What follows belongs to an exercise in optimizing a design on an open flow for small area, a short achievable clock period and few clock cycles; a production flow would make more cautious choices.
Where RTL was checked, it was by simulation tests only, not by an equivalence proof against the original.

== epsilon ==
Design layer_1, start of the top module:
module layer_1
    (
        input         clk,
        input         RSTn,
        input         i_EN_w,
        input         i_EN_c,
        output        o_busy,
        input  [31:0] i_data,
        input         i_stb_in,
        output        o_ack_in,
        output [63:0] o_data,
        output        o_stb_out,
        input         i_ack_out
    );
For scale: roughly 1,400 flip-flops, roughly 110 I/O pins, ~110,000 µm² of cells after synthesis.
export LEC_CHECK = 0
export CAP_MARGIN = 20
export CORE_MARGIN = 2
export CORE_UTILIZATION = 50
export SLEW_MARGIN = 20
export SYNTH_HIERARCHICAL = 1
export SYNTH_MINIMUM_KEEP_SIZE = 0
create_clock -name core_clock -period 12.0 [get_ports {clk}]
standard.sh (not shown) runs the stock make flow with config.mk's settings and CLKGATE_MAP_FILE= SYNTH_SCRIPT=/design/flow/synth_recipe.tcl, a recipe that flattens the netlist after the stock synthesis.
==> flow/flow/run.sh <==
#!/bin/bash
# Standard synthesis and layout; repair_timing aims at a setup slack margin so that
# the critical paths are sized for the period the design can reach.
set -uo pipefail
bash standard.sh synth > synth.log 2>&1 || exit 1
bash standard.sh finish SETUP_SLACK_MARGIN=7.6 > layout.log 2>&1 || exit 1
epsilon ran to completion and came out clean on the timing, design-rule and antenna checks.
Changes in beta relative to epsilon:
==> flow/flow/run.sh <==
#!/bin/bash
# Standard synthesis; every combinational cell resized to its smallest drive
# strength; then the standard layout, with repair_timing aiming at a setup slack
# margin so that the critical paths are sized for the period the design can reach.
set -uo pipefail
bash standard.sh synth > synth.log 2>&1 || exit 1
DS_ODB=orfs/results/sky130hd/layer_1/base/1_synth.odb openroad -no_init -exit flow/downsize.tcl > downsize.log 2>&1 || exit 1
bash standard.sh finish SETUP_SLACK_MARGIN=8.0 > layout.log 2>&1 || exit 1
==> flow/flow/downsize.tcl (new file) <==
# Resize every combinational cell of the synthesized netlist to the smallest
# drive strength of its family; timing repair later upsizes where needed.
# Flip-flops, clock cells and physical cells are left alone.
set db [ord::get_db]
read_db $::env(DS_ODB)
set block [[$db getChip] getBlock]
set fam [dict create]
foreach lib [$db getLibs] {
  foreach m [$lib getMasters] {
    set n [$m getName]
    if {![regexp {^(sky130_fd_sc_hd__[a-z0-9]+)_([0-9]+)$} $n -> base sz]} { continue }
    if {[string match "*lpflow*" $n] || [string match "*probe*" $n]} { continue }
    dict lappend fam $base $m
  }
}
set skip {df edf sdf dl clk tap fill decap conb sdl lpflow probe diode ebuf einv bufbuf}
set nsw 0
set saved 0
foreach inst [$block getInsts] {
  set m [$inst getMaster]
  set n [$m getName]
  if {![regexp {^(sky130_fd_sc_hd__([a-z0-9]+))_([0-9]+)$} $n -> base short sz]} { continue }
  set ok 1
  foreach s $skip { if {[string match "${s}*" $short]} { set ok 0 } }
  if {!$ok} { continue }
  if {![dict exists $fam $base]} { continue }
  set best $m
  set barea [expr {[$m getWidth] * [$m getHeight]}]
  foreach c [dict get $fam $base] {
    set a [expr {[$c getWidth] * [$c getHeight]}]
    if {$a < $barea} { set best $c; set barea $a }
  }
  if {$best ne $m} {
    set old [expr {[$m getWidth] * [$m getHeight]}]
    if {[$inst swapMaster $best]} {
      incr nsw
      set saved [expr {$saved + ($old - $barea) / 1e6}]
    }
  }
}
puts "downsize: swapped $nsw cells, saved [format %.1f $saved] um2"
write_db $::env(DS_ODB)
==> comparison <==
Looking at number of tap cells added at floorplan, beta sits about 6% lower than epsilon does. beta was carried through to the last stage, and its layout satisfied the timing, design-rule and antenna checks. Global-route met3 utilization: beta > epsilon. In the metrics for epsilon and beta, the one carrying the higher post-route clock skew is beta. Final-layout clock buffer total was higher in the run labelled beta. Timing endpoint of the critical path: o_data[33] -> epsilon, o_ack_in -> beta.
No run of this note included a check of the RTL's function; only the layout flow was run.


Another version of the RTL of layer_1 (not shown whole).
Size in the first run: ~110 I/O pins.
clock: 12.0 ns
lec_check: 0
cap_margin: 20
core_margin: 2
core_utilization: 50
cts_buf_list: sky130_fd_sc_hd__clkbuf_16
cts_cluster_diameter: 120
cts_cluster_size: 20
slew_margin: 20
synth_hierarchical: 1
synth_minimum_keep_size: 0
==> flow/flow/run.sh <==
#!/bin/bash
# Standard synthesis; every combinational cell resized to its smallest drive
# strength; then the standard layout, with repair_timing aiming at a setup slack
# margin so that the critical paths are sized for the period the design can reach.
set -uo pipefail
bash standard.sh synth > synth.log 2>&1 || exit 1
DS_ODB=orfs/results/sky130hd/layer_1/base/1_synth.odb openroad -no_init -exit flow/downsize.tcl > downsize.log 2>&1 || exit 1
bash standard.sh finish SETUP_SLACK_MARGIN=8.25 > layout.log 2>&1 || exit 1
==> flow/flow/downsize.tcl <==
# Resize every combinational cell of the synthesized netlist to the smallest
# drive strength of its family; timing repair later upsizes where needed.
# Flip-flops, clock cells and physical cells are left alone.
set db [ord::get_db]
read_db $::env(DS_ODB)
set block [[$db getChip] getBlock]
set fam [dict create]
foreach lib [$db getLibs] {
  foreach m [$lib getMasters] {
    set n [$m getName]
    if {![regexp {^(sky130_fd_sc_hd__[a-z0-9]+)_([0-9]+)$} $n -> base sz]} { continue }
    if {[string match "*lpflow*" $n] || [string match "*probe*" $n]} { continue }
    dict lappend fam $base $m
  }
}
set skip {df edf sdf dl clk tap fill decap conb sdl lpflow probe diode ebuf einv bufbuf}
set nsw 0
set saved 0
foreach inst [$block getInsts] {
  set m [$inst getMaster]
  set n [$m getName]
  if {![regexp {^(sky130_fd_sc_hd__([a-z0-9]+))_([0-9]+)$} $n -> base short sz]} { continue }
  set ok 1
  foreach s $skip { if {[string match "${s}*" $short]} { set ok 0 } }
  if {!$ok} { continue }
  if {![dict exists $fam $base]} { continue }
  set best $m
  set barea [expr {[$m getWidth] * [$m getHeight]}]
  foreach c [dict get $fam $base] {
    set a [expr {[$c getWidth] * [$c getHeight]}]
    if {$a < $barea} { set best $c; set barea $a }
  }
  if {$best ne $m} {
    set old [expr {[$m getWidth] * [$m getHeight]}]
    if {[$inst swapMaster $best]} {
      incr nsw
      set saved [expr {$saved + ($old - $barea) / 1e6}]
    }
  }
}
puts "downsize: swapped $nsw cells, saved [format %.1f $saved] um2"
write_db $::env(DS_ODB)
Testbench counts at the start, summed over its fixed seeds: cycles 6,072.
Edit:
--- a/flow/flow/run.sh
+++ b/flow/flow/run.sh
@@ -6,3 +6,3 @@
 bash standard.sh synth > synth.log 2>&1 || exit 1
 DS_ODB=orfs/results/sky130hd/layer_1/base/1_synth.odb openroad -no_init -exit flow/downsize.tcl > downsize.log 2>&1 || exit 1
-bash standard.sh finish SETUP_SLACK_MARGIN=8.25 > layout.log 2>&1 || exit 1
+bash standard.sh finish SETUP_SLACK_MARGIN=8.32 > layout.log 2>&1 || exit 1
Settings changed: CTS_CLUSTER_DIAMETER 120 to 100, CTS_CLUSTER_SIZE 20 to 24.
After rerunning: Maximum frequency shrinks slightly; global-route usage grows by 0.45 points; setup slack gets worse by 0.036 ns; critical path depth shrinks by 5; count of clock-buffer cells in the layout shrinks by 5; clock skew shrinks by 0.062 ns; design area grows slightly; final cell count grows slightly; area after synthesis is unchanged.
Edit:
--- a/flow/flow/run.sh
+++ b/flow/flow/run.sh
@@ -6,3 +6,3 @@
 bash standard.sh synth > synth.log 2>&1 || exit 1
 DS_ODB=orfs/results/sky130hd/layer_1/base/1_synth.odb openroad -no_init -exit flow/downsize.tcl > downsize.log 2>&1 || exit 1
-bash standard.sh finish SETUP_SLACK_MARGIN=8.32 > layout.log 2>&1 || exit 1
+bash standard.sh finish SETUP_SLACK_MARGIN=8.25 > layout.log 2>&1 || exit 1
Settings changed: CTS_CLUSTER_DIAMETER 100 to 60, CTS_CLUSTER_SIZE 24 to 30.
After rerunning:
- sequential cell count stays the same
- global-route usage fell by 0.38 points


Starting RTL as in the previous note.
Settings: LEC_CHECK=0, CAP_MARGIN=20, CORE_MARGIN=2, CORE_UTILIZATION=55, CTS_BUF_LIST=sky130_fd_sc_hd__clkbuf_16, CTS_CLUSTER_DIAMETER=100, CTS_CLUSTER_SIZE=24, SLEW_MARGIN=20, SYNTH_HIERARCHICAL=1, SYNTH_MINIMUM_KEEP_SIZE=0; clock period 12.0 ns.
==> flow/flow/run.sh <==
#!/bin/bash
# Standard synthesis; every combinational cell resized to its smallest drive
# strength; then the standard layout, with repair_timing aiming at a setup slack
# margin so that the critical paths are sized for the period the design can reach.
set -uo pipefail
bash standard.sh synth > synth.log 2>&1 || exit 1
DS_ODB=orfs/results/sky130hd/layer_1/base/1_synth.odb openroad -no_init -exit flow/downsize.tcl > downsize.log 2>&1 || exit 1
bash standard.sh finish SETUP_SLACK_MARGIN=8.25 > layout.log 2>&1 || exit 1
Scripts as last shown in full above: flow/flow/downsize.tcl
The baseline completed with no timing, DRC or antenna violations.
Testbench counts at the start, summed over its fixed seeds: cycles 6,072.
Then changed:
Settings changed: CORE_UTILIZATION 55 to 50.
The new run completed with no timing, DRC or antenna violations.
Non-clock buffer count went up by 2.
Hold slack hardly moves.
Setup slack degrades by 0.014 ns.
Clock-buffer cell count increases by 2.
Then changed:
Settings changed: CORE_UTILIZATION 50 to 42.
What happened: Non-clock buffer count climbs by 14. Clock-buffer cell count drops by 1. Wire length drops by a few percent. Sequential share of layout area drops by 0.21 points.


== R ==
layer_1, a different RTL version from the one above (not shown whole).
For scale: roughly 8300 cells after synthesis, about 110 I/O pins.
==> flow/design.v (excerpt) <==
module layer_1
    (
        input         clk,
        input         RSTn,
        input         i_EN_w,
        input         i_EN_c,
        output        o_busy,
        input  [31:0] i_data,
        input         i_stb_in,
        output        o_ack_in,
        output [63:0] o_data,
        output        o_stb_out,
        input         i_ack_out
    );
    function [3*17-1:0] benc;
        input [32:0] x;
        input integer n;
        integer i;
        reg b2, b1, b0;
        begin
            benc = 0;
            for (i = 0; i < 17; i = i + 1) begin
                b2 = x[(2*i+1 < n) ? 2*i+1 : n-1];
                b1 = (2*i < n) ? x[2*i] : x[n-1];
                b0 = (i == 0) ? 1'b0 : x[2*i-1];
                benc[i]      = b1 ^ b0;
                benc[17 + i] = (b2 & ~b1 & ~b0) | (~b2 & b1 & b0);
                benc[34 + i] = b2;
            end
        end
    endfunction
    reg r_ph, r_phn;               
    always @(posedge clk or negedge RSTn)
        if (!RSTn) begin
            r_ph  <= 1'b0;
            r_phn <= 1'b1;
        end else begin
            r_ph  <= ~r_ph;
            r_phn <= r_ph;
        end
  ...
==> flow/config.mk <==
export PLATFORM = sky130hd
export DESIGN_NAME = layer_1
export DESIGN_NICKNAME = layer_1
export VERILOG_FILES = /design/flow/design.v
export SDC_FILE = /design/flow/constraint.sdc
export NUM_CORES = 8
export LEC_CHECK = 0
export CAP_MARGIN = 20
export CORE_MARGIN = 2
export CORE_UTILIZATION = 50
export CTS_BUF_LIST = sky130_fd_sc_hd__clkbuf_16
export CTS_CLUSTER_DIAMETER = 100
export CTS_CLUSTER_SIZE = 24
export SLEW_MARGIN = 20
export SYNTH_HIERARCHICAL = 1
export SYNTH_MINIMUM_KEEP_SIZE = 0
==> flow/constraint.sdc <==
create_clock -name core_clock -period 12.0 [get_ports {clk}]
set_input_delay 2.4000 -clock core_clock [delete_from_list [all_inputs] [get_ports {clk}]]
set_output_delay 2.4000 -clock core_clock [all_outputs]
set_load 0.01 [all_outputs]
==> flow/flow/run.sh <==
#!/bin/bash
# Standard synthesis; every combinational cell resized to its smallest drive
# strength; then the standard layout, with repair_timing aiming at a setup slack
# margin so that the critical paths are sized for the period the design can reach.
set -uo pipefail
bash standard.sh synth > synth.log 2>&1 || exit 1
DS_ODB=orfs/results/sky130hd/layer_1/base/1_synth.odb openroad -no_init -exit flow/downsize.tcl > downsize.log 2>&1 || exit 1
bash standard.sh finish SETUP_SLACK_MARGIN=8.35 > layout.log 2>&1 || exit 1
Scripts as last shown in full above: flow/flow/downsize.tcl
R ran to completion and came out clean on the timing, design-rule and antenna checks.
What Q does differently from R at the input level:
Settings: CORE_UTILIZATION now 62, was 50.
--- a/flow/flow/run.sh
+++ b/flow/flow/run.sh
@@ -8 +8 @@
-bash standard.sh finish SETUP_SLACK_MARGIN=8.35 > layout.log 2>&1 || exit 1
+bash standard.sh finish SETUP_SLACK_MARGIN=8.25 > layout.log 2>&1 || exit 1
Findings:
- Compared with R, Q shows a lower cell count.
- Summary of Q over R: portion of the layout cell area used by non-clock buffers fell by 0.65 points; period utilization up 1.8 points; multi-input gate share of the layout cell area rose by 0.55 points.
No functional check of the RTL was part of any run of this note.

## separate check: timing with driven ports
The results above use ideal ports. As a check the final layouts listed here were re-extracted and re-timed, cells and wires unchanged. Step 1 assumes that a clkbuf_16 drives the clock port and a buf_2 every other input. Step 2 also shifts input and output timing later by t, the mid clock arrival at the registers, as if the neighbouring blocks saw the same clock. Slacks: ideal ports / drivers / drivers and shift; pairs: ideal ports / drivers.
| run | t (ns) | setup WS [ns] | hold slack, ns | clock arrival spread, ns | cell pins on the clock port's net |
|---|---|---|---|---|---|
| epsilon | 0.930 | 7.745 / 7.641 / 7.044 | 0.299 / 0.299 / 0.299 | 0.047 / 0.047 | 1 |
| beta | 0.926 | 7.975 / 7.880 / 7.233 | 0.290 / 0.290 / 0.290 | 0.070 / 0.070 | 1 |
| the first run of note 2 | 0.851 | 8.145 / 8.088 / 7.557 | 0.267 / 0.267 / 0.267 | 0.096 / 0.096 | 1 |
| the second run of note 2 | 0.849 | 8.109 / 8.050 / 7.560 | 0.326 / 0.326 / 0.326 | 0.043 / 0.043 | 1 |
| the third run of note 2 | 0.881 | 8.128 / 8.041 / 7.453 | 0.310 / 0.310 / 0.310 | 0.067 / 0.067 | 1 |
| the first run of note 3 | 0.861 | 8.164 / 8.069 / 7.534 | 0.317 / 0.317 / 0.317 | 0.053 / 0.053 | 1 |
| the second run of note 3 | 0.854 | 8.151 / 8.060 / 7.453 | 0.316 / 0.316 / 0.316 | 0.056 / 0.056 | 1 |
| the third run of note 3 | 0.859 | 8.140 / 8.101 / 7.501 | 0.304 / 0.304 / 0.304 | 0.056 / 0.056 | 1 |
| R | 0.816 | 8.214 / 8.155 / 7.688 | 0.319 / 0.319 / 0.319 | 0.069 / 0.069 | 1 |
| Q | 0.809 | 7.996 / 7.910 / 7.583 | 0.306 / 0.306 / 0.306 | 0.058 / 0.058 | 1 |
After both steps setup and hold are still met in every run listed. For beta, which loses most, drivers alone change the setup slack by -0.095 ns; drivers and shift together by -0.742 ns.
